What follows belongs to an exercise in optimizing a design on an open flow for small area, a short achievable clock period and few clock cycles per item; a production flow would make more cautious choices.
RTL that was checked went through simulation tests only; none was proved equivalent to the original.
No functional check of the RTL was part of runs 3 and 5.
Power and IR drop assume default switching activity.

### flow/flow/run.sh
#!/bin/bash
# The standard layout (standard.sh), with these make settings changed:
#  - plain sky130_fd_sc_hd__buf_1 cells as the port buffers (every port still gets one);
#  - MATCH_CELL_FOOTPRINT=0: the resizer may swap a cell for any other of the
#    same function;
#  - CTS_ARGS: clock tree synthesis without dummy loads.
# Synthesis is the standard one.  The full make output goes to standard.log.
set -u
bash standard.sh finish \
  'BUFFER_PORTS_ARGS=-buffer_cell sky130_fd_sc_hd__buf_1' \
  MATCH_CELL_FOOTPRINT=0 \
  'CTS_ARGS=-sink_clustering_enable -repair_clock_nets -dont_use_dummy_load -buf_list sky130_fd_sc_hd__clkbuf_4 -sink_clustering_size 40 -sink_clustering_max_diameter 200' > standard.log 2>&1
### flow/standard.sh
#!/bin/bash
# synth_recipe.tcl (not shown) runs the flow's synth.tcl, then flattens the netlist and writes it again
# the make line also repeats each setting of config.mk as NAME=value (left out here)
make -C /OpenROAD-flow-scripts/flow DESIGN_CONFIG=/design/flow/config.mk WORK_HOME=/design/flow/orfs CLKGATE_MAP_FILE= SYNTH_SCRIPT=/design/flow/synth_recipe.tcl "${@:-finish}"
### flow/config.mk
export PLATFORM = sky130hd
export DESIGN_NAME = Final_p
export DESIGN_NICKNAME = Final_p
export VERILOG_FILES = /design/flow/design.v
export SDC_FILE = /design/flow/constraint.sdc
export NUM_CORES = 4
export LEC_CHECK = 0
export CAP_MARGIN = 20
export CORE_MARGIN = 2
export CORE_UTILIZATION = 60
export PLACE_DENSITY = 0.75
export SETUP_SLACK_MARGIN = 1.2
export SLEW_MARGIN = 20
### flow/constraint.sdc
create_clock -name core_clock -period 4.0 [get_ports {clk}]
set_input_delay 0.8000 -clock core_clock [delete_from_list [all_inputs] [get_ports {clk}]]
set_output_delay 0.8000 -clock core_clock [all_outputs]
set_load 0.01 [all_outputs]
### flow/design.v
`timescale 1ns / 1ps
`default_nettype none
module Final_p(quotient, remainder, done, rowk, columnk, equal, clk, rst);
output [15:0] quotient, remainder;
output done;
input equal, clk, rst;
input [3:0] rowk, columnk;
wire row_ok = (rowk == 4'd1) | (rowk == 4'd2) | (rowk == 4'd4) | (rowk == 4'd8);
wire col_ok = (columnk == 4'd1) | (columnk == 4'd2) | (columnk == 4'd4) | (columnk == 4'd8);
wire kv = row_ok & col_ok;
wire [3:0] d;
assign d[3] = rowk[3] | (rowk[2] & ~columnk[1]) | (rowk[1] & columnk[3]);
assign d[2] = rowk[3] | (rowk[1] & ~columnk[3]) | (rowk[0] & columnk[3]);
assign d[1] = ((rowk[3] | rowk[2]) & (columnk[3] | columnk[2])) |
              ((rowk[1] | rowk[0]) & (columnk[2] | columnk[1]));
assign d[0] = (rowk[3] & (columnk[3] | columnk[1])) | (rowk[2] & (columnk[3] | columnk[0])) |
              ((rowk[1] | rowk[0]) & (columnk[2] | columnk[0]));
reg prev_kv;
wire press = kv & ~prev_kv;
reg [2:0] cnt;		 
reg full;		 
reg [15:0] r;		 
reg [15:0] dv;		 
reg [15:0] q;		 
reg [4:0] p;		 
reg nz;			 
wire dnz = (d != 4'd0);
wire first = (cnt == 3'd4);
wire last = (cnt == 3'd7);
wire nzp = nz & ~first;					 
wire [3:0] nd = d[3] ? d : d[2] ? {d[2:0], 1'b0} : d[1] ? {d[1:0], 2'b0} : {d[0], 3'b0};
wire [2:0] pdec = ~cnt[2] ? 3'd1 : (nzp | d[3]) ? 3'd4 : d[2] ? 3'd3 : d[1] ? 3'd2 : 3'd1;
wire [4:0] pn = p - {2'b00, pdec};
reg [4:0] pa;
always @(*) begin
	case ({cnt[1:0], d[3], d[2], d[1]})
		5'b00100, 5'b00101, 5'b00110, 5'b00111: pa = 5'd12;
		5'b00010, 5'b00011: pa = 5'd11;
		5'b00001: pa = 5'd10;
		5'b00000: pa = 5'd9;
		5'b01100, 5'b01101, 5'b01110, 5'b01111: pa = 5'd8;
		5'b01010, 5'b01011: pa = 5'd7;
		5'b01001: pa = 5'd6;
		5'b01000: pa = 5'd5;
		5'b10100, 5'b10101, 5'b10110, 5'b10111: pa = 5'd4;
		5'b10010, 5'b10011: pa = 5'd3;
		5'b10001: pa = 5'd2;
		5'b10000: pa = 5'd1;
		5'b11100, 5'b11101, 5'b11110, 5'b11111: pa = 5'd0;
		5'b11010, 5'b11011: pa = 5'd31;
		5'b11001: pa = 5'd30;
		default: pa = 5'd29;
	endcase
end
wire [3:0] val = nzp ? d : nd;
wire [6:0] t = {3'b000, val} << p[1:0];
wire [4:0] nib;				 
assign nib[0] = (p[4:2] == 3'b111);
assign nib[1] = (p[4:2] == 3'b000);
assign nib[2] = (p[4:2] == 3'b001);
assign nib[3] = (p[4:2] == 3'b010);
assign nib[4] = (p[4:2] == 3'b011);
wire [15:0] placed;
genvar gi;
generate
	for (gi = 0; gi < 16; gi = gi + 1) begin : pl_bits
		if (gi % 4 == 3) begin : hi
			assign placed[gi] = nib[gi / 4 + 1] & t[3];
		end
		else begin : lo
			assign placed[gi] = (nib[gi / 4 + 1] & t[gi % 4]) | (nib[gi / 4] & t[gi % 4 + 4]);
		end
	end
endgenerate
wire run = ~((p[4:2] == 3'b011) | (p[4:2] == 3'b100) | (p[4:2] == 3'b101) | (p[4:2] == 3'b110));
wire step = full & run;
wire [16:0] diff = {1'b0, r} - {1'b0, dv};
wire ge = ~diff[16];
assign done = equal & full & ~run;
assign quotient = q;
assign remainder = r;
always @(posedge clk or posedge rst) begin
	if (rst) begin
		prev_kv <= 1'b0;
		cnt <= 3'd0;
		full <= 1'b0;
	end
	else begin
		prev_kv <= kv;
		if (press) begin
			cnt <= {cnt[2] ^ (cnt[1] & cnt[0]), cnt[1] ^ cnt[0], ~cnt[0]};
			full <= last;
		end
	end
end
always @(posedge clk) begin
	if (press & ~cnt[2])
		r <= {r[11:0], d};
	else if (step & ge)
		r <= diff[15:0];
	if ((press & cnt[2]) | step)
		dv <= cnt[2] ? ((first ? 16'd0 : dv) | placed) : {1'b0, dv[15:1]};
	if ((press & last) | step)
		q <= cnt[2] ? 16'd0 : {q[14:0], ge};
	if (press) begin
		if (~cnt[2]) begin
			if (cnt[1:0] == 2'd0)
				p <= dnz ? pa : 5'b11100;
			else if (~nz & dnz)
				p <= pa;
			nz <= (nz & (cnt[1:0] != 2'd0)) | dnz;
		end
		else begin
			nz <= nzp | dnz;
			if (nzp | dnz)
				p <= pn;
			else if (last)
				p <= 5'd11;		 
		end
	end
	else if (step)
		p <= pn;
end
endmodule
`default_nettype wire
==> summary.txt, run 1 <==
Post-synth EDFFs: 54
Final setup violation count: 0
root buf cell: clkbuf_4
Worst VDD drop: 0.4438 mV
status: timing/DRC/antenna clean
syn avg cell area: 9.473 um^2
port buffer count: 43
Worst EP arrival: 2.82 ns
Hold WS: 0.2615 ns
initial antenna violation count: 0
final hold vios: 0
share of the synthesized area in the top cell type: 39.72%
register area share after synthesis: 42.78%
die area: 7481 um^2
RSZ-0062 raised after global routing: false
hold_buf cts: 0
clk buf depth: 2
layout cell share with drive strength beyond 1: 10.50%
Core Region: 6681 um^2
largest net degree at the start of global routing: 61
starting DRC count in detailed routing: 256
Starting Density: 61.10%
via count: 3,326
global route overflow: 0
crit-path max FO: 24
final period utilization: 66.79%
Yosys warnings: 1
final-layout fill cell count: 570
max-slew violation count: 0
height of the die: 86.49 um
post-synthesis sequential element count: 59
dpl hpwl: 6.638 mm
CP Class: reg2reg
number of CTS-inserted buffers: 9
Final ANT Viol Nets: 0
slowest cell delay on critical path: 0.38 ns
routed len/inst: 16.24 um
cells after synthesis: 431
gpl congestion: 0.9218
clock latency on the worst-skew pair: 0.40 ns
CP max-delay cell: dfrtp_1
Worst slew margin: 41.64%
vias in the first global route: 3,068
DRT Pass-1 Iters: 5
Clock H-tree levels: 3
crit path capture type: flop
first-pass GRT wire length: 14.44 mm
max cap viols: 0
ANT cells: 0
Tot GR Track Use: 24.85%
type of the worst min-delay path: in2async
Netlist cell types: 57
CTS tree: done
Cell Rows: 30
Die Wd: 86.49 um
Lkg Pwr: 1.735 nW
Synth area leader: edfxtp_1
syn_nets: 469
Post-Syn Area: 4083 um^2
Synth-to-Final Area Change: 9.623%
# clock sinks: 59
top cells by area, synth: edfxtp_1, ha_1, nor2_1
async set-reset flop share out of synthesis: 8.475%
DRC viols: 0
CP required: 4.15 ns
Vias/cell: 5.982
critical path startpoint category: flop
Ports: 44
Period minus WS final: 2.672 ns
Max Fclk: 374.3 MHz
Worst path most repeated cell: ha_2
setup TNS: 0 ns
DRT Wirelength: 9.027 mm
nets@finish: 516
pwr/cell area: 665.1 nW/um^2
crit path cell chain: inv_2 > ha_2 > buf_12 > a21bo_4 > and3_4 > o21ai_0 > nand2_1 > ha_2 > fa_2 > nor2b_1 > nor3_1 > xor2_1 > o2bb2ai_1
Synth Flop Type: edfxtp_1
worst-case clock skew: 0.03671 ns
Worst-Margin Slew: 0.8674 ns
Clock transition at path regs: 0.09 ns
## cell usage after synthesis (all sizes together) (2+ instances only)
cell type   n
a21boi      2
a21o        6
a21oi      37
a221oi      4
a41oi       2
and2        8
and3        4
buf         9
clkbuf     10
dfrtp       5
edfxtp     54
fa          2
ha         25
inv        29
mux2        6
mux2i       3
nand2      26
nand2b      9
nand3      12
nand3b      3
nor2       52
nor2b      17
nor3        7
o211ai      4
o21a        2
o21ai      40
o221ai      5
o22a        4
o22ai       5
o2bb2ai     5
or3         2
xnor2      10
xor2        9
## per-stage QoR
step	area [um^2]	power [mW]	setup slack, ns	instances	util [%]
5_1_grt	4476	3.208	1.187	556	66.99
3_3_place_gp	4279	2.529	0.8601	540	64.04
2_1_floorplan	4086	2.220	1.238	431	-
3_5_place_dp	4279	2.575	0.8178	540	64.04
4_1_cts	4389	2.902	1.203	552	65.69
6_report	4476	2.977	1.328	556	66.99
## path summary, 6_finish.rpt
| check | to | cells after the start | startpoint | slack, ns |
|---|---|---|---|---|
| max | p[4] | 13 | cnt[0] | 1.33 |
| min | cnt[1] | 2 | rst | 0.26 |
| max reg2reg | p[4] | 13 | cnt[0] | 1.33 |
| min reg2reg | q[9] | 1 | q[8] | 0.57 |
| max in group asynchronous | prev_kv | 2 | rst | 3.54 |
| min in group core_clock | q[9] | 1 | q[8] | 0.57 |
## power by group
part | switching, mW | leakage, nW | internal (mW)
logic | 0.922 | 1.14 | 0.672
registers | 0.123 | 0.557 | 0.970
clock network | 0.186 | 0.0414 | 0.104
## logic make-up (layout without fill, tap and decap cells)
group | after synthesis | count (layout) | share of synthesized area [%]
fa+ha+maj | 27 | 27 | 8.642
mux | 9 | 9 | 2.789
compound gates | 125 | 125 | 19.09
xor+xnor | 19 | 19 | 4.076
buf+inv | 49 | 94 | 5.363
flops | 59 | 59 | 42.78
simple gates | 143 | 143 | 17.25
## layout by cell type, fill, tap and decap left out, types with 4 or more instances in the layout
cell,netlist,final
xor2_1,9,9
nor2b_1,16,16
xnor2_1,10,10
o211ai_1,4,4
a21o_1,6,6
o21ai_0,36,35
a21oi_1,37,35
o22ai_1,5,5
a221oi_1,4,4
nand2_1,24,23
o22a_1,4,4
edfxtp_1,54,54
nor3_1,6,6
clkbuf_4,0,10
and2_1,7,7
buf_4,0,9
inv_1,29,28
buf_1,1,42
nor2_1,51,51
o221ai_1,5,5
nand3_1,12,12
nand2b_1,9,8
ha_1,25,23
o2bb2ai_1,5,5
dfrtp_1,5,5
mux2_2,5,5
## timing repair
action | 4_1_cts | 5_1_grt
gates cloned | 0 | 1
setup endpoints to repair | 18 | 49
buffers inserted | 3 | 3
resized for setup | 6 | 14
pin swaps | 1 | 3
## per-layer routing
metal,part of all wire (%),routed length [um],vias up,track usage (%)
met5,0,0,-,0
met4,1.9,176,0,8.807
met3,4.9,441,17,3.143
met2,49,4428,109,42.10
met1,44,3981,1547,32.92
li1,-,-,1653,-
## state kept, by name, summed over array words and instances (netlist names)
| signal | flops |
|---|---|
| full | 1 |
| dv | 16 |
| p | 5 |
| r | 16 |
| q | 16 |
| cnt | 3 |
| nz | 1 |
| prev_kv | 1 |
## worst max-delay path, delay by kind of cell (launching register included)
family                   cells  cell delay, ns
AND/OR/NAND/NOR              4            0.47
flip-flops                   1            0.38
AO/OA/AOI/OAI                3            0.44
adder cells (fa/ha/maj)      3            0.76
XOR/XNOR                     1            0.15
buffers and inverters        2            0.21
## area by class of cell
cell class | count | area [um^2] | share of cell area [%]
multi-input cells | 323 | 2180 | 48.70
flip-flops and latches | 59 | 1747 | 39.03
repair buffers | 55 | 269.0 | 6.011
inverters | 30 | 112.6 | 2.516
well taps | 80 | 100.1 | 2.237
clock buffers | 9 | 67.56 | 1.510
Testbench counts, summed over its fixed seeds: cycles 9,363, divisions 1,600.
==> run 2, diff against run 1 <==
--- a/flow/config.mk
+++ b/flow/config.mk
@@ -8,6 +8,6 @@
 export CAP_MARGIN = 20
 export CORE_MARGIN = 2
-export CORE_UTILIZATION = 60
-export PLACE_DENSITY = 0.75
-export SETUP_SLACK_MARGIN = 1.2
+export CORE_UTILIZATION = 65
+export PLACE_DENSITY = 0.8
+export SETUP_SLACK_MARGIN = 1.25
 export SLEW_MARGIN = 20
==> run 2 against run 1 <==
Compared with the run above:
- still clean
- critical path depth is 4 lower
- total power is 3.4% higher
- clock skew is 0.0018 ns lower
- flip-flop and latch count stayed put
- sequential power hardly changed
- die area is 7.4% lower
- global-route usage is 2.7 points higher
- via count is 3.0% higher
- first-iteration DRC count is 9.0% higher
- wire length is 7.9% higher
- largest cell class unchanged
- largest power group unchanged
==> summary.txt, run 2 <==
status: timing/DRC/antenna clean
commonest non-fill, non-tap cell in the layout: edfxtp_1
starting DRC count in detailed routing: 279
clk buf depth: 2
Vias/cell: 6.216
most numerous cell in the Yosys netlist: edfxtp_1
port buffer count: 43
worst path bufs/invs: 1
global route overflow: 0
Synth-to-Final Area Change: 10.48%
first-pass GRT wire length: 15.31 mm
layout cell share with drive strength beyond 1: 11.13%
DRC viols: 0
Finished Layout Cells: 551
placed insts: 533
Synth Flop Type: edfxtp_1
Starting Density: 68.15%
Final ANT Viol Nets: 0
hold_buf cts: 0
ANT cells: 0
final-layout fill cell count: 438
Netlist cell types: 57
CP max-delay cell: edfxtp_1
Post-synth EDFFs: 54
Worst-Margin Slew: 0.8475 ns
worst-case clock skew: 0.03491 ns
vias in the first global route: 3,269
Int Pwr: 1.786 mW
sequential cell area: 1747 um^2
Synth area leader: edfxtp_1
Final setup violation count: 0
syn avg cell area: 9.473 um^2
Die Wd: 83.25 um
clock latency on the worst-skew pair: 0.41 ns
multi-input logic area: 2195 um^2
CP Class: reg2reg
Cell Rows: 28
post-synthesis sequential element count: 59
Worst slew margin: 42.98%
largest net degree at the start of global routing: 61
die area: 6931 um^2
final hold vios: 0
Lkg Pwr: 1.747 nW
crit path cell chain: ha_1 > a21oi_1 > o211ai_1 > a21oi_2 > o21bai_1 > or3_1 > a31oi_4 > o21ai_4 > buf_12
register area share after synthesis: 42.78%
DRT Wirelength: 9.738 mm
type of the worst min-delay path: in2async
CTS tree: done
height of the die: 83.25 um
crit path capture type: flop
setup TNS: 0 ns
switching share of power: 42.01%
Post-Syn Area: 4083 um^2
most frequent cells in the layout: edfxtp_1, nor2_1, buf_1, a21oi_1, o21ai_0
async set-reset flop share out of synthesis: 8.475%
Net Switching: 1.294 mW
Tot GR Track Use: 27.58%
share of the synthesized area in the top cell type: 39.72%
CP required: 4.16 ns
combinational share of power: 54.5%
number of CTS-inserted buffers: 9
# clock sinks: 59
gpl congestion: 0.8802
root buf cell: clkbuf_4
max cap viols: 0
Clock H-tree levels: 3
DRT Pass-1 Iters: 7
Clk pwr share: 10.0%
Crit path max-delay family: compound AO/OA/AOI/OAI gates
via count: 3,425
Worst EP arrival: 2.75 ns
Core Region: 5991 um^2
max-slew violation count: 0
dpl hpwl: 6.759 mm
RSZ-0062 raised after global routing: false
Max Fclk: 386.2 MHz
Ports: 44
Seq pwr share: 35.5%
Worst VDD drop: 0.4092 mV
final period utilization: 64.74%
Period minus WS final: 2.590 ns
initial antenna violation count: 0
Yosys warnings: 1
nets@finish: 516
syn_nets: 469
critical path startpoint category: flop
routed len/inst: 17.67 um
cells after synthesis: 431
crit-path max FO: 14
pwr/cell area: 682.7 nW/um^2
Clock transition at path regs: 0.11 ns
Regs by FF count: dv: 16 flops, q: 16 flops, r: 16 flops
slowest cell delay on critical path: 0.44 ns
synth cell count leaders: edfxtp_1, nor2_1, a21oi_1
top cells by area, synth: edfxtp_1, ha_1, nor2_1
## run 2: power groups by stage
stage,registers (mW),clock network (mW),logic [mW]
6_report,1.09,0.307,1.68
5_1_grt,1.12,0.332,1.85
4_1_cts,1.09,0.305,1.54
3_5_place_dp,1.11,0,1.47
3_3_place_gp,1.10,0,1.41
2_1_floorplan,1.09,0,1.13
## run 2: repair_timing
item / in CTS / in global routing
endpoints found under the setup margin: 23 / 63
pin swaps: 1 / 4
resized for setup: 8 / 14
cloned: 0 / 1
buffers inserted: 4 / 4
## run 2: area by class of cell
cell class / count / area share (%)
Timing Repair Buffer: 55 / 6.546
Clock buffer: 9 / 1.498
Sequential cell: 59 / 38.72
Multi-Input combinational cell: 323 / 48.65
Inverter: 30 / 2.497
Tap cell: 75 / 2.080
## run 2: path summary, 6_finish.rpt
kind / to / depth (start not counted) / slack (ns) / from
max in group asynchronous: prev_kv / 2 / 3.52 / rst
worst min-delay path: full / 2 / 0.26 / rst
worst max register to register: r[12] / 9 / 1.41 / r[8]
worst min register to register: dv[1] / 1 / 0.55 / dv[2]
min in group core_clock: dv[1] / 1 / 0.55 / dv[2]
worst max-delay path: r[12] / 9 / 1.41 / r[8]
## run 2: cell families (layout without fill, tap and decap cells)
family	Yosys count	in the layout	synth area share, %
compound gates	125	125	19.09
simple gates	143	143	17.25
fa+ha+maj	27	27	8.642
xor+xnor	19	19	4.076
mux	9	9	2.789
flops	59	59	42.78
buf+inv	49	94	5.363
## run 2: per-stage QoR
step                utilization, %  hold slack (ns)  total power [mW]  worst slack, ns  cell area [um^2]
floorplan                        -           0.5278             2.221            1.272              4089
global placement             71.12           0.5413             2.513           0.8252              4260
detailed placement           71.12           0.5528             2.585           0.7653              4260
CTS                          73.48           0.2477             2.936            1.259              4402
global route                 75.29           0.2634             3.294            1.261              4511
finish                       75.29           0.2566             3.079            1.410              4511
## run 2: worst reg2reg max path: stages (launching register included)
cell,delay [ns]
edfxtp_1,0.44
ha_1,0.38
a21oi_1,0.19
o211ai_1,0.15
a21oi_2,0.19
o21bai_1,0.10
or3_1,0.37
a31oi_4,0.26
o21ai_4,0.09
buf_12,0.17
## run 2: per-layer routing
layer / up-vias / wire length, um / GRT usage, %
li1: 1645 / - / -
met3: 28 / 646 / 5.368
met4: 0 / 264 / 11.33
met2: 135 / 4766 / 45.38
met1: 1617 / 4060 / 35.82
met5: - / 0 / 0
==> run 3, diff against run 2 <==
--- a/flow/design.v
+++ b/flow/design.v
@@ -53,5 +53,5 @@
 	endcase
 end
-wire [3:0] val = nzp ? d : nd;
+wire [3:0] val = press ? (nzp ? d : nd) : 4'd0;
 wire [6:0] t = {3'b000, val} << p[1:0];
 wire [4:0] nib;				 
@@ -99,6 +99,8 @@
 	else if (step & ge)
 		r <= diff[15:0];
-	if ((press & cnt[2]) | step)
-		dv <= cnt[2] ? ((first ? 16'd0 : dv) | placed) : {1'b0, dv[15:1]};
+	if (cnt[2])
+		dv <= ((press & first) ? 16'd0 : dv) | placed;
+	else
+		dv <= {1'b0, dv[15:1]};
 	if ((press & last) | step)
 		q <= cnt[2] ? 16'd0 : {q[14:0], ge};
==> run 3 against run 2 <==
Compared with the run above:
- synthesized cell count increased by 5.1%
- core utilization grew 0.70 points
- synthesized area fell by 1.8%
- setup slack worse by 0.080 ns
- flip-flop and latch count did not move
- via count up 8.8%
- global-route usage rose by 3.2 points
==> summary.txt, run 3 <==
status: timing/DRC/antenna clean
Ports: 44
clk buf depth: 2
CTS tree: done
final-layout fill cell count: 465
worst path bufs/invs: 1
most numerous cell in the Yosys netlist: nand2_1
Yosys warnings: 1
Core Region: 5956 um^2
setup TNS: 0 ns
sequential cell area: 1588 um^2
DRT Wirelength: 10.19 mm
CP max-delay cell: o211ai_1
layout cell share with drive strength beyond 1: 10.04%
commonest non-fill, non-tap cell in the layout: nand2_1
Net Switching: 1.435 mW
clock latency on the worst-skew pair: 0.42 ns
share of the synthesized area in the top cell type: 28.47%
Synth Flop Type: edfxtp_1
post-synthesis sequential element count: 59
global route overflow: 0
crit path capture type: flop
Synth area leader: edfxtp_1
switching share of power: 43.82%
Synth-to-Final Area Change: 12.93%
gpl congestion: 0.9057
final hold vios: 0
Int Pwr: 1.840 mW
Starting Density: 67.29%
RSZ-0062 raised after global routing: false
Max Fclk: 374.5 MHz
nets@finish: 538
# clock sinks: 59
Worst-Margin Slew: 0.8592 ns
worst-case clock skew: 0.03132 ns
DRC viols: 0
Clk pwr share: 9.3%
port buffer count: 43
starting DRC count in detailed routing: 410
Die Wd: 82.52 um
cells after synthesis: 453
synth cell count leaders: nand2_1, edfxtp_1, o21ai_0
Cell Rows: 28
Period minus WS final: 2.670 ns
Hold WS: 0.2602 ns
routed len/inst: 17.77 um
slowest cell delay on critical path: 0.50 ns
Clock transition at path regs: 0.08 ns
first-pass GRT wire length: 15.66 mm
syn avg cell area: 8.847 um^2
CP required: 4.26 ns
syn_nets: 491
ANT cells: 0
height of the die: 82.52 um
Post-Syn Area: 4008 um^2
Clock H-tree levels: 3
type of the worst min-delay path: in2async
DRT Pass-1 Iters: 5
hold_buf cts: 0
Worst EP arrival: 2.93 ns
Tot GR Track Use: 30.74%
die area: 6810 um^2
Lkg Pwr: 1.701 nW
Crit path max-delay family: compound AO/OA/AOI/OAI gates
PnR worst setup slack: 1.330 ns
Post-synth EDFFs: 38
initial antenna violation count: 0
Final ANT Viol Nets: 0
Seq pwr share: 33.3%
crit-path max FO: 9
Place WS: 0.5708 ns
Worst slew margin: 42.60%
register area share after synthesis: 39.59%
pwr/cell area: 723.6 nW/um^2
async set-reset flop share out of synthesis: 8.475%
number of CTS-inserted buffers: 9
combinational share of power: 57.4%
crit path cell chain: buf_1 > o22ai_1 > nand2_1 > a21oi_1 > nor2_1 > o211ai_1 > o221ai_1
via count: 3,726
Regs by FF count: dv: 16 flops, q: 16 flops, r: 16 flops
Final setup violation count: 0
top cells by area, synth: edfxtp_1, dfxtp_1, ha_1
multi-input logic area: 2364 um^2
root buf cell: clkbuf_4
vias in the first global route: 3,302
critical path startpoint category: input port
dpl hpwl: 7.204 mm
CP Class: in2reg
largest net degree at the start of global routing: 62
max cap viols: 0
max-slew violation count: 0
Netlist cell types: 60
Worst VDD drop: 0.5735 mV
final period utilization: 66.75%
Vias/cell: 6.503
most frequent cells in the layout: nand2_1, buf_1, edfxtp_1, o21ai_0
==> run 3: cell types whose count changed after synthesis, moves of 7 or more <==
cell	previous run	this run
nand3_1	12	5
nand2_1	24	51
dfxtp_1	0	16
edfxtp_1	54	38
nor2_1	51	32
==> run 3: layout make-up <==
| cell class | count | share of cell area, % |
|---|---|---|
| timing repair buffer | 56 | 6.414 |
| multi-input combinational | 342 | 52.23 |
| inverter | 32 | 2.709 |
| tap | 75 | 2.074 |
| clock buffer | 9 | 1.493 |
| sequential | 59 | 35.08 |
==> run 3: worst register-to-register path, stage by stage, from the launching register on <==
cell and delay (ns):
edfxtp_1 0.45, ha_1 0.38, o211ai_1 0.28, a21oi_2 0.13, a21boi_2 0.19, o41a_1 0.38
a211oi_4 0.30, o31ai_4 0.13, clkbuf_16 0.20
==> run 3: power groups by stage <==
| stage | clock network (mW) | logic [mW] | registers [mW] |
|---|---|---|---|
| floorplan | 0 | 1.29 | 1.08 |
| global placement | 0 | 1.60 | 1.09 |
| detailed placement | 0 | 1.68 | 1.10 |
| CTS | 0.299 | 1.77 | 1.08 |
| global route | 0.329 | 2.09 | 1.11 |
| finish | 0.304 | 1.88 | 1.09 |
==> run 3: per-layer routing <==
| metal | track usage, % | wire [um] |
|---|---|---|
| met4 | 12.95 | 316 |
| met2 | 49.19 | 4745 |
| met1 | 41.10 | 4314 |
| met3 | 5.326 | 808 |
| met5 | 0 | 0 |
==> run 3: cell families after synthesis <==
family / share of synthesized area, %
buffers and inverters: 5.214
adders and majority gates: 8.804
DFF: 39.59
AOI/OAI and AO/OA: 23.04
and+or+nand+nor: 19.42
xor gates and xnor gates: 3.934
==> run 3: path summary, 6_finish.rpt <==
check / start / to / slack (ns) / depth (start not counted)
setup / recovery: rowk[1] / dv[14] / 1.33 / 7
hold / removal: rst / cnt[0] / 0.26 / 2
setup reg to reg: r[5] / r[12] / 1.34 / 8
hold reg to reg: dv[6] / dv[5] / 0.50 / 2
max in group asynchronous: rst / cnt[2] / 3.54 / 2
min in group core_clock: dv[6] / dv[5] / 0.50 / 2
==> run 3: what timing repair did <==
item,4_1_cts,5_1_grt
buffers inserted,3,5
pin swaps,4,1
gates resized for setup,14,20
setup endpoints to repair,64,47
gates cloned,1,0
==> run 3: per-stage QoR <==
stage / power (mW) / area (um^2) / utilization (%) / cells
floorplan: 2.368 / 4024 / - / 453
global placement: 2.690 / 4222 / 70.88 / 555
detailed placement: 2.776 / 4222 / 70.88 / 555
CTS: 3.155 / 4397 / 73.82 / 568
global route: 3.536 / 4526 / 75.99 / 573
finish: 3.275 / 4526 / 75.99 / 573
==> run 4, diff against run 3 <==
--- a/flow/design.v
+++ b/flow/design.v
@@ -53,5 +53,5 @@
 	endcase
 end
-wire [3:0] val = press ? (nzp ? d : nd) : 4'd0;
+wire [3:0] val = nzp ? d : nd;
 wire [6:0] t = {3'b000, val} << p[1:0];
 wire [4:0] nib;				 
@@ -99,8 +99,6 @@
 	else if (step & ge)
 		r <= diff[15:0];
-	if (cnt[2])
-		dv <= ((press & first) ? 16'd0 : dv) | placed;
-	else
-		dv <= {1'b0, dv[15:1]};
+	if ((press & cnt[2]) | step)
+		dv <= cnt[2] ? ((first ? 16'd0 : dv) | placed) : {1'b0, dv[15:1]};
 	if ((press & last) | step)
 		q <= cnt[2] ? 16'd0 : {q[14:0], ge};
==> flow/flow/run.sh (replaced) <==
#!/bin/bash
set -u
bash standard.sh finish \
  ADDER_MAP_FILE= \
  'BUFFER_PORTS_ARGS=-buffer_cell sky130_fd_sc_hd__buf_1' \
  MATCH_CELL_FOOTPRINT=0 \
  'CTS_ARGS=-sink_clustering_enable -repair_clock_nets -dont_use_dummy_load -buf_list sky130_fd_sc_hd__clkbuf_4 -sink_clustering_size 40 -sink_clustering_max_diameter 200' > standard.log 2>&1
--- a/flow/config.mk
+++ b/flow/config.mk
@@ -10,4 +10,4 @@
 export CORE_UTILIZATION = 65
 export PLACE_DENSITY = 0.8
-export SETUP_SLACK_MARGIN = 1.25
+export SETUP_SLACK_MARGIN = 1.2
 export SLEW_MARGIN = 20
==> run 4 against run 3 <==
Compared with the run above:
- critical path depth is 4 higher
- die area is 0.92% lower
- highest routed layer unchanged
- first-iteration DRC count is 15% lower
- largest power group unchanged
- setup slack worse by 0.070 ns
- clock power hardly changed
- sequential power is 6% lower
- design area is 1.5% lower
- largest cell class unchanged
- core utilization is 0.69 points lower
- flip-flop and latch count stayed put
- worst hold slack worse by 0.0034 ns
- still clean on timing, DRC and antenna
- clock skew is 0.0091 ns lower
==> summary.txt, run 4 <==
gpl congestion: 0.8379
total power: 2.493 mW
Synth Area in Adders: 1.860%
Synth Area in Simple Gates: 20.74%
sequential cell area: 1749 um^2
type of the worst min-delay path: in2async
multi-input logic area: 2161 um^2
DRT Pass-1 Iters: 8
layout cell share with drive strength beyond 1: 12.42%
final-layout fill cell count: 433
PnR worst setup slack: 1.260 ns
root buf cell: clkbuf_4
Core Region: 5921 um^2
Synth area leader: edfxtp_1
worst-case clock skew: 0.02227 ns
cells after synthesis: 434
async set-reset flop share out of synthesis: 8.475%
post-synthesis sequential element count: 59
initial antenna violation count: 0
RSZ-0062 raised after global routing: false
ANT cells: 0
CP Class: reg2reg
clk buf depth: 2
routed len/inst: 17.07 um
largest net degree at the start of global routing: 53
Max Fclk: 365.0 MHz
number of CTS-inserted buffers: 9
Final setup violation count: 0
Ports: 44
Starting Density: 67.03%
clock latency on the worst-skew pair: 0.40 ns
height of the die: 82.14 um
DRC viols: 0
pwr/cell area: 559.3 nW/um^2
CP required: 4.09 ns
port buffer count: 43
multiplexer share of the synthesized area: 1.545%
Vias/cell: 6.224
Worst-Margin Slew: 0.8420 ns
Synth Area in XOR/XNOR: 7.945%
first-pass GRT wire length: 14.78 mm
register area share after synthesis: 44.01%
die area: 6747 um^2
area post-placement: 4170 um^2
Cell Rows: 28
critical path startpoint category: flop
Clock H-tree levels: 3
most numerous cell in the Yosys netlist: nor2_1
starting DRC count in detailed routing: 348
commonest non-fill, non-tap cell in the layout: nor2_1
Finished Layout Cells: 558
Die Wd: 82.14 um
max cap viols: 0
Post-Syn Area: 3969 um^2
share of the synthesized area in the top cell type: 40.86%
dpl hpwl: 6.212 mm
final hold vios: 0
max-slew violation count: 0
final core occ: 75.30%
Synth-to-Final Area Change: 12.33%
Period minus WS final: 2.740 ns
synth cell count leaders: nor2_1, edfxtp_1, nand2_1
Yosys warnings: 1
Regs by FF count: dv: 16 flops, q: 16 flops, r: 16 flops
Hold WS: 0.2568 ns
syn_nets: 445
syn avg cell area: 9.145 um^2
top cells by area, synth: edfxtp_1, xnor2_1, nor2_1
vias in the first global route: 3,136
CTS tree: done
final period utilization: 68.50%
nets@finish: 496
Final ANT Viol Nets: 0
most frequent cells in the layout: nor2_1, edfxtp_1, nand2_1, buf_1, nor2b_1
Place WS: 0.7477 ns
Synth Flop Type: edfxtp_1
Worst slew margin: 43.74%
status: timing/DRC/antenna clean
placed insts: 532
DRT Wirelength: 9.523 mm
Post-synth EDFFs: 54
# clock sinks: 59
Compound-Gate Fraction of Synth Area: 19.99%
via count: 3,473
global route overflow: 0
setup TNS: 0 ns
largest family of logic cells by synthesized area: simple AND/OR/NAND/NOR gates
Worst EP arrival: 2.83 ns
Clock transition at path regs: 0.09 ns
crit path capture type: flop
final instance area: 4458 um^2
Lkg Pwr: 1.577 nW
crit-path max FO: 16
Netlist cell types: 55
Tot GR Track Use: 29.02%
Worst VDD drop: 0.3102 mV
[run 4: cell count changes after synthesis, sizes merged, moves of 14 or more]
cell    delta
nor2      +25
dfxtp     -16
inv       -16
ha        -25
xnor2     +14
edfxtp    +16
[run 4: logic make-up after synthesis]
logic type	after synthesis
compound gates	111
fa+ha+maj	7
simple gates	175
buf+inv	40
xor+xnor	36
mux	6
flops	59
[run 4: final cells by class]
type	instances	share of cell area (%)
sequential	59	39.24
tap	75	2.105
inverter	16	1.347
timing repair buffer	63	7.325
clock buffer	9	1.516
multi-input combinational	336	48.47
[run 4: path summary, 6_finish.rpt]
check	start	end	slack, ns	cells past startpoint
min in group core_clock	full	full	0.57	2
hold reg to reg	full	full	0.57	2
max in group asynchronous	rst	cnt[1]	3.56	2
setup reg to reg	r[4]	r[0]	1.26	11
hold / removal	rst	prev_kv	0.26	2
setup / recovery	r[4]	r[0]	1.26	11
[run 4: critical path, cell delays in order, from the launching register on]
cell and delay (ns):
edfxtp_1 0.47, buf_4 0.18, xnor2_2 0.18, nand4_1 0.18, o2bb2ai_4 0.27, nor4_4 0.08
o31ai_4 0.26, a31oi_4 0.15, o21ai_2 0.19, a21oi_2 0.11, o21ai_4 0.17, buf_12 0.17
[run 4: routing by layer]
layer  track usage [%]  share of wire, %
met1             38.91                44
met2             46.67                49
met3             5.761               6.0
met4             11.00               1.4
met5                 0                 0
[run 4: what timing repair did]
action,in CTS,in global routing
endpoints found under the setup margin,18,43
pin swaps,3,8
setup buffers,4,12
hold buffers,0,0
resized for setup,5,13
gates cloned,0,1
[run 4: where the power goes]
part / internal, mW / switching [mW]
clock network: 0.105 / 0.198
logic: 0.487 / 0.684
registers: 0.878 / 0.142
total: 1.47 / 1.02
Testbench counts of run 4, summed over its fixed seeds: cycles 9,363, divisions 1,600.
==> run 5, diff against run 4 <==
--- a/flow/design.v
+++ b/flow/design.v
@@ -30,27 +30,15 @@
 wire nzp = nz & ~first;					 
 wire [3:0] nd = d[3] ? d : d[2] ? {d[2:0], 1'b0} : d[1] ? {d[1:0], 2'b0} : {d[0], 3'b0};
-wire [2:0] pdec = ~cnt[2] ? 3'd1 : (nzp | d[3]) ? 3'd4 : d[2] ? 3'd3 : d[1] ? 3'd2 : 3'd1;
-wire [4:0] pn = p - {2'b00, pdec};
-reg [4:0] pa;
+wire [4:0] pbase = (press & (cnt == 3'd0)) ? 5'd12 : p;
+reg [2:0] pdec;
 always @(*) begin
-	case ({cnt[1:0], d[3], d[2], d[1]})
-		5'b00100, 5'b00101, 5'b00110, 5'b00111: pa = 5'd12;
-		5'b00010, 5'b00011: pa = 5'd11;
-		5'b00001: pa = 5'd10;
-		5'b00000: pa = 5'd9;
-		5'b01100, 5'b01101, 5'b01110, 5'b01111: pa = 5'd8;
-		5'b01010, 5'b01011: pa = 5'd7;
-		5'b01001: pa = 5'd6;
-		5'b01000: pa = 5'd5;
-		5'b10100, 5'b10101, 5'b10110, 5'b10111: pa = 5'd4;
-		5'b10010, 5'b10011: pa = 5'd3;
-		5'b10001: pa = 5'd2;
-		5'b10000: pa = 5'd1;
-		5'b11100, 5'b11101, 5'b11110, 5'b11111: pa = 5'd0;
-		5'b11010, 5'b11011: pa = 5'd31;
-		5'b11001: pa = 5'd30;
-		default: pa = 5'd29;
-	endcase
+	if (press & ~cnt[2])
+		pdec = d[3] ? 3'd0 : d[2] ? 3'd1 : d[1] ? 3'd2 : d[0] ? 3'd3 : 3'd4;
+	else if (press)
+		pdec = (nzp | d[3]) ? 3'd4 : d[2] ? 3'd3 : d[1] ? 3'd2 : 3'd1;
+	else
+		pdec = 3'd1;
 end
+wire [4:0] pn = pbase - {2'b00, pdec};
 wire [3:0] val = nzp ? d : nd;
 wire [6:0] t = {3'b000, val} << p[1:0];
@@ -73,5 +61,5 @@
 	end
 endgenerate
-wire run = ~((p[4:2] == 3'b011) | (p[4:2] == 3'b100) | (p[4:2] == 3'b101) | (p[4:2] == 3'b110));
+wire run = nz & ~((p[4:2] == 3'b011) | (p[4:2] == 3'b100) | (p[4:2] == 3'b101) | (p[4:2] == 3'b110));
 wire step = full & run;
 wire [16:0] diff = {1'b0, r} - {1'b0, dv};
@@ -102,11 +90,9 @@
 		dv <= cnt[2] ? ((first ? 16'd0 : dv) | placed) : {1'b0, dv[15:1]};
 	if ((press & last) | step)
-		q <= cnt[2] ? 16'd0 : {q[14:0], ge};
+		q <= cnt[2] ? {16{~(nzp | dnz)}} : {q[14:0], ge};
 	if (press) begin
 		if (~cnt[2]) begin
-			if (cnt[1:0] == 2'd0)
-				p <= dnz ? pa : 5'b11100;
-			else if (~nz & dnz)
-				p <= pa;
+			if ((cnt[1:0] == 2'd0) | ~nz)
+				p <= pn;
 			nz <= (nz & (cnt[1:0] != 2'd0)) | dnz;
 		end
@@ -115,6 +101,4 @@
 			if (nzp | dnz)
 				p <= pn;
-			else if (last)
-				p <= 5'd11;		 
 		end
 	end
==> flow/flow/run.sh (replaced) <==
#!/bin/bash
# The standard layout (standard.sh), with these make settings changed:
#  - plain sky130_fd_sc_hd__buf_1 cells as the port buffers (every port still gets one);
#  - MATCH_CELL_FOOTPRINT=0: the resizer may swap a cell for any other of the
#    same function;
#  - CTS_ARGS: clock tree synthesis without dummy loads.
# Synthesis is the standard one.  The full make output goes to standard.log.
set -u
bash standard.sh finish \
  'BUFFER_PORTS_ARGS=-buffer_cell sky130_fd_sc_hd__buf_1' \
  MATCH_CELL_FOOTPRINT=0 \
  'CTS_ARGS=-sink_clustering_enable -repair_clock_nets -dont_use_dummy_load -buf_list sky130_fd_sc_hd__clkbuf_8 -sink_clustering_size 40 -sink_clustering_max_diameter 200' > standard.log 2>&1
==> run 5 against run 4 <==
Compared with the run above:
- flip-flop and latch count unchanged
- core utilization increased by 0.35 points
- fmax decreased by 3.7%
- wire length increased by 6.5%
- register-to-register slack about the same
- first-iteration DRC count increased by 10%
- still clean on timing, DRC and antenna
- total power decreased by 6.5%
- clock power increased by 38%
- largest power group unchanged
- synthesized cell count increased by 8.3%
- sequential power decreased by about 10%
- design area increased by 6.5%
==> summary.txt, run 5 <==
Period minus WS final: 2.846 ns
number of CTS-inserted buffers: 9
DRT Wirelength: 10.15 mm
initial antenna violation count: 0
routed len/inst: 17.08 um
max cap viols: 0
Worst slew margin: 43.27%
final core occ: 75.64%
worst-case clock skew: 0.01847 ns
first-pass GRT wire length: 16.25 mm
largest net degree at the start of global routing: 67
CTS tree: done
syn_nets: 505
CP Class: in2reg
cells after synthesis: 470
most numerous cell in the Yosys netlist: o21ai_0
height of the die: 84.21 um
Synth area leader: edfxtp_1
largest family of logic cells by synthesized area: compound AO/OA/AOI/OAI gates
layout cell share with drive strength beyond 1: 13.15%
type of the worst min-delay path: in2async
clock latency on the worst-skew pair: 0.35 ns
Tot GR Track Use: 29.11%
Synth Area in Simple Gates: 15.56%
# clock sinks: 59
Yosys warnings: 1
Worst-Margin Slew: 0.8492 ns
post-synthesis sequential element count: 59
dpl hpwl: 7.005 mm
Lkg Pwr: 1.835 nW
Synth Area in XOR/XNOR: 3.142%
Post-synth EDFFs: 54
Clock H-tree levels: 3
starting DRC count in detailed routing: 384
final period utilization: 71.16%
met1 Usage GRT: 41.90%
global route overflow: 0
Max Fclk: 351.3 MHz
met2 usage: 45.31%
most frequent cells in the layout: o21ai_0, edfxtp_1, a21oi_1, inv_1, nor2_1
ANT cells: 0
hold_buf cts: 0
Reg2Reg Setup Slack: 1.26 ns
final hold vios: 0
Post-Syn Area: 4182 um^2
CP required: 4.09 ns
Synth Flop Type: edfxtp_1
setup TNS: 0 ns
Synth Area in Adders: 7.540%
busiest grt layer: met2
max-slew violation count: 0
syn avg cell area: 8.897 um^2
DRC viols: 0
clk buf depth: 2
port buffer count: 43
total power: 2.332 mW
top cells by area, synth: edfxtp_1, ha_1, o21ai_0
Hold WS: 0.3188 ns
Synth-to-Final Area Change: 13.55%
crit path capture type: flop
via count: 3,766
Die Wd: 84.21 um
met3 usage: 5.801%
crit-path max FO: 4
Regs by FF count: dv: 16 flops, q: 16 flops, r: 16 flops
Clock transition at path regs: 0.06 ns
Compound-Gate Fraction of Synth Area: 23.97%
async set-reset flop share out of synthesis: 8.475%
root buf cell: clkbuf_8
pwr/cell area: 491.0 nW/um^2
Worst VDD drop: 0.4329 mV
Netlist cell types: 57
Finished Layout Cells: 594
synth cell count leaders: o21ai_0, edfxtp_1, a21oi_1
share of the synthesized area in the top cell type: 38.78%
r2r worst-path depth: 10
register area share after synthesis: 41.77%
Cell Rows: 29
vias in the first global route: 3,292
RSZ-0062 raised after global routing: true
nets@finish: 554
Worst EP arrival: 2.93 ns
gpl congestion: 0.9260
multiplexer share of the synthesized area: 1.496%
commonest non-fill, non-tap cell in the layout: o21ai_0
Final setup violation count: 0
DRT Pass-1 Iters: 5
Core Region: 6277 um^2
Final ANT Viol Nets: 0
Vias/cell: 6.340
Ports: 44
critical path startpoint category: input port
placed insts: 574
status: timing/DRC/antenna clean
die area: 7090 um^2
Starting Density: 66.61%
[run 5: changes by cell type in the layout (fill, tap and decap cells not counted), moves of 11 or more]
cell	change
nor2_1	-13
o21ai_0	+30
nand2_1	-11
ha_1	+20
nor2b_1	-24
inv_1	+29
a21oi_1	+22
[run 5: cell type report]
cell class	instances	area, um^2
well taps	77	96.34
multi-input cells	344	2277
clock buffers	9	123.9
fillers	478	1529
repair buffers	60	334.1
inverters	45	168.9
flip-flops and latches	59	1748
[run 5: cells by family (layout without fill, tap and decap cells)]
kind of cell,count (synthesis),in the layout
flip-flops,59,59
adder cells (fa/ha/maj),24,24
XOR/XNOR,15,15
buffers and inverters,67,114
AO/OA/AOI/OAI,162,162
multiplexers,6,6
AND/OR/NAND/NOR,137,137
[run 5: report_power, final]
part / switching, mW / internal (mW) / total [mW]
Clock: 0.217 / 0.200 / 0.417
Combinational: 0.614 / 0.385 / 1.00
Sequential: 0.0693 / 0.845 / 0.915
[run 5: timing repair]
item | CTS | global route
gates cloned | 0 | 1
resized for setup | 29 | 12
buffers inserted | 8 | 2
endpoints found under the hold margin | 0 | 0
setup endpoints to repair | 19 | 37
pin swaps | 4 | 2
[run 5: final timing paths]
kind	startpoint	endpoint
min in group core_clock	full	full
hold / removal	rst	prev_kv
setup / recovery	columnk[3]	p[4]
hold reg to reg	full	full
setup reg to reg	cnt[0]	p[4]
max in group asynchronous	rst	cnt[2]
[run 5: worst max-delay path, cell delays in order]
cell and delay, ns:
buf_8 0.11, xnor2_2 0.12, or3_4 0.36, a2111oi_4 0.33, nand2_1 0.11, nand2_1 0.08, ha_2 0.17, inv_2 0.04
fa_2 0.39, a211oi_2 0.22, xnor2_1 0.14, a21oi_1 0.05
[run 5: through the flow]
step	setup WS [ns]	area, um^2
6_report	1.154	4748
5_1_grt	1.014	4748
4_1_cts	1.130	4677
3_5_place_dp	0.6015	4409
3_3_place_gp	0.6883	4409
2_1_floorplan	0.7841	4218
[run 5: metal layers]
metal / share of wire, % / wire (um)
met1: 44 / 4432
met4: 1.4 / 144
met3: 6.3 / 640
met2: 49 / 4927
met5: 0 / 0

==> static timing again, ports no longer ideal <==
Ports are ideal in the flow. The routed layouts listed here were re-timed in OpenROAD.
Step 1 (the two cells are an assumption about what drives the block):
set clk [get_ports {clk}]
set_driving_cell -lib_cell sky130_fd_sc_hd__clkbuf_16 $clk
set_driving_cell -lib_cell sky130_fd_sc_hd__buf_2 [delete_from_list [all_inputs] $clk]
Step 2 adds t to the input delays and takes it off the output delays; t is the mean of the earliest and latest rising clock arrival at the registers after step 1. Input paths then give back, and output paths get back, about the clock's delay inside the block.
Three values: no drivers, after step 1, after step 2; two values: the first two.
run | t (ns) | setup WS [ns] | clock arrival spread, ns | cell pins on the clock port's net
run 1 | 0.410 | 1.328 / 1.328 / 1.000 | 0.037 / 0.037 | 1
run 2 | 0.419 | 1.410 / 1.410 / 1.036 | 0.035 / 0.035 | 1
run 3 | 0.431 | 1.330 / 1.336 / 0.905 | 0.031 / 0.031 | 1
run 4 | 0.415 | 1.260 / 1.260 / 0.915 | 0.025 / 0.026 | 1
run 5 | 0.369 | 1.154 / 1.145 / 0.775 | 0.019 / 0.019 | 1
After both steps setup and hold are still met in every run listed. For run 3, which loses most, drivers alone change the setup slack by +0.006 ns; drivers and shift together by -0.425 ns.
